From an optimization exercise on the open Yosys and OpenROAD flow, aimed at small area, a short achievable clock period and few clock cycles per item; shortcuts taken in it are not production practice.
RTL that was checked went through simulation tests only; none was proved equivalent to the original.
Power figures rest on the tool's default switching activity, not on a simulated workload.

== oak ==
==> flow/design.v (excerpt) <==
module dut(
    clk    ,
    rst_n  ,
    addr   ,
    din    ,
    rw     ,
    enable ,
    dout   ,
    txd    ,
    tx_vld ,
    rxd    ,
    rx_vld
);
For scale: ~94 I/O pins, about 87000 sq um of cells after synthesis.
export LEC_CHECK = 0
export CAP_MARGIN = 15
export CORE_MARGIN = 2
export CORE_UTILIZATION = 60
export CTS_BUF_LIST = sky130_fd_sc_hd__clkbuf_8
export CTS_CLUSTER_DIAMETER = 50
export CTS_CLUSTER_SIZE = 20
export PLACE_DENSITY = 0.7
export SETUP_SLACK_MARGIN = 5
export SLEW_MARGIN = 15
export SYNTH_HIERARCHICAL = 1
export SYNTH_MINIMUM_KEEP_SIZE = 0
create_clock -name core_clock -period 9.0 [get_ports {clk}]
standard.sh (not shown) runs the stock make flow with config.mk's settings and CLKGATE_MAP_FILE= SYNTH_SCRIPT=/design/flow/synth_recipe.tcl, a recipe that flattens the netlist after the stock synthesis.
==> flow/flow/run.sh <==
#!/bin/bash
# The standard layout, with two changes to how ORFS is driven:
#  - clock tree synthesis without dummy loads, with clkbuf_8 clusters of <= 20 sinks
#  - port buffers start as buf_1 (the resizer sizes them up where timing needs it)
set -euo pipefail
export CTS_ARGS="-sink_clustering_enable -repair_clock_nets -buf_list sky130_fd_sc_hd__clkbuf_8 -sink_clustering_size 21 -sink_clustering_max_diameter 50 -dont_use_dummy_load"
export BUFFER_PORTS_ARGS="-buffer_cell sky130_fd_sc_hd__buf_1"
bash standard.sh > flow_make.log 2>&1
oak: all stages complete, timing, DRC and antenna checks passed
For pine, these inputs were changed with respect to oak:
- SETUP_SLACK_MARGIN: 5 -> 4.8
Results
Looking at pine and oak, the worst-case hold slack is a wash.
In the final reports, the cell area of pine is smaller than that of oak.
There was hardly any difference in delay of the slowest cell on the worst path between pine and oak.
Detailed-route wire length per cell: pine and oak compared, lower one is pine
Between oak and pine, the via-per-instance ratio figures differ only marginally.
Looking at pine and oak, the total power is a wash.
Function was not checked in any run of this note: the RTL went through the layout flow alone.

Setup of cedar:
dut, a different RTL version from the one above (not shown whole).
Size in the first run: roughly 0.087 mm2 of cells after synthesis.
export LEC_CHECK = 0
export CAP_MARGIN = 40
export CORE_MARGIN = 2
export CORE_UTILIZATION = 60
export CTS_BUF_LIST = sky130_fd_sc_hd__clkbuf_8
export CTS_CLUSTER_DIAMETER = 50
export CTS_CLUSTER_SIZE = 20
export PLACE_DENSITY = 0.7
export SETUP_SLACK_MARGIN = 5
export SLEW_MARGIN = 40
export SYNTH_HIERARCHICAL = 1
export SYNTH_MINIMUM_KEEP_SIZE = 0
create_clock -name core_clock -period 9.0 [get_ports {clk}]
Scripts as last shown in full above: flow/flow/run.sh
cedar: full flow OK, the timing, design-rule and antenna checks passed
Testbench counts of cedar, summed over its fixed seeds: cycles 100,742, frames 156.
Changes in lagoon relative to cedar:
==> flow/flow/run.sh <==
#!/bin/bash
# The standard layout, with two changes to how ORFS is driven:
#  - clock tree synthesis without dummy loads, with clkbuf_8 clusters of <= 20 sinks
#  - port buffers start as buf_1 (the resizer sizes them up where timing needs it)
set -euo pipefail
export CTS_ARGS="-sink_clustering_enable -repair_clock_nets -buf_list sky130_fd_sc_hd__clkbuf_4 -sink_clustering_size 11 -sink_clustering_max_diameter 40 -dont_use_dummy_load"
export BUFFER_PORTS_ARGS="-buffer_cell sky130_fd_sc_hd__buf_1"
bash standard.sh > flow_make.log 2>&1
Findings:
- Summary of lagoon over cedar: combinational power +about 15%, insertion delay of the later-clocked pin in the worst-skew pair increased by 290 ps relative to the old numbers, total number of H-tree levels moved up, share of power burned in combinational logic went up by 0.2 points.
- Changes observed in lagoon relative to cedar: combined area of the multi-input logic cells now larger; via count now larger.
#### Input delta (maple over lagoon)
==> flow/flow/run.sh <==
#!/bin/bash
# The standard layout, with two changes to how ORFS is driven:
#  - clock tree synthesis without dummy loads, with clkbuf_8 clusters of <= 20 sinks
#  - port buffers start as buf_1 (the resizer sizes them up where timing needs it)
set -euo pipefail
export CTS_ARGS="-sink_clustering_enable -repair_clock_nets -buf_list sky130_fd_sc_hd__clkbuf_8 -sink_clustering_size 21 -sink_clustering_max_diameter 50 -dont_use_dummy_load"
export BUFFER_PORTS_ARGS="-buffer_cell sky130_fd_sc_hd__buf_1"
bash standard.sh > flow_make.log 2>&1
==> flow/config.mk <==
export PLATFORM = sky130hd
export DESIGN_NAME = dut
export DESIGN_NICKNAME = dut
export VERILOG_FILES = /design/flow/design.v
export SDC_FILE = /design/flow/constraint.sdc
export NUM_CORES = 8
export LEC_CHECK = 0
export CAP_MARGIN = 15
export CORE_MARGIN = 2
export CORE_UTILIZATION = 65
export CTS_BUF_LIST = sky130_fd_sc_hd__clkbuf_8
export CTS_CLUSTER_DIAMETER = 50
export CTS_CLUSTER_SIZE = 20
export PLACE_DENSITY = 0.78
export SETUP_SLACK_MARGIN = 4.8
export SLEW_MARGIN = 15
export SYNTH_HIERARCHICAL = 1
export SYNTH_MINIMUM_KEEP_SIZE = 0
==> results.txt <==
Taking lagoon as the reference, in maple total of cells resized after clock tree synthesis down 33, synthesized cell count flat.
Measured against each other, lagoon and maple differ in met1 global-route usage, the lower figure coming from lagoon.
Placer's final routability congestion estimate ends up higher on maple.
[maple vs lagoon] non-clock buffer count: lower in maple
Setup changes, maple to quartz
==> flow/run.sh (new file) <==
#!/bin/bash
# synth_recipe.tcl (not shown) runs the flow's synth.tcl, then flattens the netlist and writes it again
# the make line also repeats each setting of config.mk as NAME=value (left out here)
make -C /OpenROAD-flow-scripts/flow DESIGN_CONFIG=/design/flow/config.mk WORK_HOME=/design/flow/orfs CLKGATE_MAP_FILE= SYNTH_SCRIPT=/design/flow/synth_recipe.tcl finish
diff --git a/flow/config.mk b/flow/config.mk
--- a/flow/config.mk
+++ b/flow/config.mk
@@ -8,9 +8,9 @@
 export CAP_MARGIN = 15
 export CORE_MARGIN = 2
-export CORE_UTILIZATION = 65
+export CORE_UTILIZATION = 60
 export CTS_BUF_LIST = sky130_fd_sc_hd__clkbuf_8
 export CTS_CLUSTER_DIAMETER = 50
-export CTS_CLUSTER_SIZE = 20
-export PLACE_DENSITY = 0.78
+export CTS_CLUSTER_SIZE = 21
+export PLACE_DENSITY = 0.7
 export SETUP_SLACK_MARGIN = 4.8
 export SLEW_MARGIN = 15
removed: flow/flow/run.sh
removed: flow/standard.sh
Findings:
- quartz: PASS, flow complete, no timing, DRC or antenna violations
- Changes observed in quartz relative to maple: die area shows an increase of 0.011 mm2; fraction of met2 tracks used by global routing shows a reduction of 7.9 points; share of power burned in the clock network shows an increase of 1.0 points.
- Run comparison: maple top routing layer in use met5; quartz top routing layer in use met4
- quartz against maple: wire length on met3 now sits higher, initial core utilization decreased 4.8 points, global-route usage went down 3.4 points, wire length now sits lower.
## Diff of input files: zinc against quartz
==> flow/flow/run.sh (new file) <==
#!/bin/bash
# The standard layout, with two changes to how ORFS is driven:
#  - clock tree synthesis without dummy loads, with clkbuf_8 clusters of <= 20 sinks
#  - port buffers start as buf_1 (the resizer sizes them up where timing needs it)
set -euo pipefail
export CTS_ARGS="-sink_clustering_enable -repair_clock_nets -buf_list sky130_fd_sc_hd__clkbuf_8 -sink_clustering_size 20 -sink_clustering_max_diameter 50 -dont_use_dummy_load"
export BUFFER_PORTS_ARGS="-buffer_cell sky130_fd_sc_hd__buf_1"
bash standard.sh > flow_make.log 2>&1
==> flow/standard.sh (new file) <==
#!/bin/bash
# synth_recipe.tcl (not shown) runs the flow's synth.tcl, then flattens the netlist and writes it again
# the make line also repeats each setting of config.mk as NAME=value (left out here)
make -C /OpenROAD-flow-scripts/flow DESIGN_CONFIG=/design/flow/config.mk WORK_HOME=/design/flow/orfs CLKGATE_MAP_FILE= SYNTH_SCRIPT=/design/flow/synth_recipe.tcl "${@:-finish}"
diff --git a/flow/config.mk b/flow/config.mk
--- a/flow/config.mk
+++ b/flow/config.mk
@@ -11,7 +11,7 @@
 export CTS_BUF_LIST = sky130_fd_sc_hd__clkbuf_8
 export CTS_CLUSTER_DIAMETER = 50
-export CTS_CLUSTER_SIZE = 21
+export CTS_CLUSTER_SIZE = 20
 export PLACE_DENSITY = 0.7
-export SETUP_SLACK_MARGIN = 4.8
+export SETUP_SLACK_MARGIN = 5
 export SLEW_MARGIN = 15
 export SYNTH_HIERARCHICAL = 1
removed: flow/run.sh
Results
- Sort zinc and quartz by length of routed met3 wiring, descending, and quartz comes first.
- Reported for zinc and quartz, number of cells on the critical path turned out identical to the last digit.
- Comparing via total after detailed routing for zinc and quartz, the bigger number came from zinc.
- Against quartz, zinc comes in 3.8 points lower on worst max-slew margin expressed relative to the limit.
--- input diff zinc..juniper ---
==> flow/flow/run.sh <==
#!/bin/bash
# The standard layout, with two changes to how ORFS is driven:
#  - clock tree synthesis without dummy loads, with clkbuf_8 clusters of <= 20 sinks
#  - port buffers start as buf_1 (the resizer sizes them up where timing needs it)
set -euo pipefail
export CTS_ARGS="-sink_clustering_enable -repair_clock_nets -buf_list sky130_fd_sc_hd__clkbuf_8 -sink_clustering_size 21 -sink_clustering_max_diameter 50 -dont_use_dummy_load"
export BUFFER_PORTS_ARGS="-buffer_cell sky130_fd_sc_hd__buf_1"
bash standard.sh > flow_make.log 2>&1
diff --git a/flow/config.mk b/flow/config.mk
--- a/flow/config.mk
+++ b/flow/config.mk
@@ -13,5 +13,5 @@
 export CTS_CLUSTER_SIZE = 20
 export PLACE_DENSITY = 0.7
-export SETUP_SLACK_MARGIN = 5
+export SETUP_SLACK_MARGIN = 4.8
 export SLEW_MARGIN = 15
 export SYNTH_HIERARCHICAL = 1
Notes after the runs:
- Row internal power consumption: juniper lower / zinc higher
- As far as total global-route track usage is concerned, juniper and zinc perform about the same.
- juniper — minimum clock period after layout 5.1 ps lower, zinc as reference

==> separate check: timing with driven ports <==
No port has a modelled driver above. Below, the same layouts with a new extraction and two added sets of constraints. Step 1, drivers: a clkbuf_16 drives clk and a buf_2 each remaining input, both assumed. Step 2 adds t to the input delays and takes it off the output delays; t is the mean of the earliest and latest rising clock arrival at the registers after step 1. Input paths then give back, and output paths get back, about the clock's delay inside the block. Slacks: ideal / step 1 / step 2; pairs: ideal / step 1.
run | t (ns) | setup WS [ns] | worst slew at a driven data input, ns | cell pins on the clock port's net
oak | 0.984 | 4.773 / 4.650 / 4.330 | 0.22 | 1
pine | 0.983 | 4.747 / 4.631 / 4.258 | 0.21 | 1
cedar | 0.992 | 4.743 / 4.461 / 4.396 | 0.30 | 1
lagoon | 1.280 | 4.734 / 4.460 / 4.394 | 0.27 | 1
maple | 0.974 | 4.731 / 4.490 / 4.254 | 0.27 | 1
quartz | 0.973 | 4.733 / 4.468 / 3.945 | 0.31 | 1
zinc | 0.950 | 4.735 / 4.452 / 4.376 | 0.29 | 1
juniper | 0.971 | 4.740 / 4.483 / 4.279 | 0.28 | 1
After both steps setup and hold are still met in every run listed. The setup slack of quartz, which loses most, moves by -0.265 ns with the drivers and by -0.788 ns with both steps.
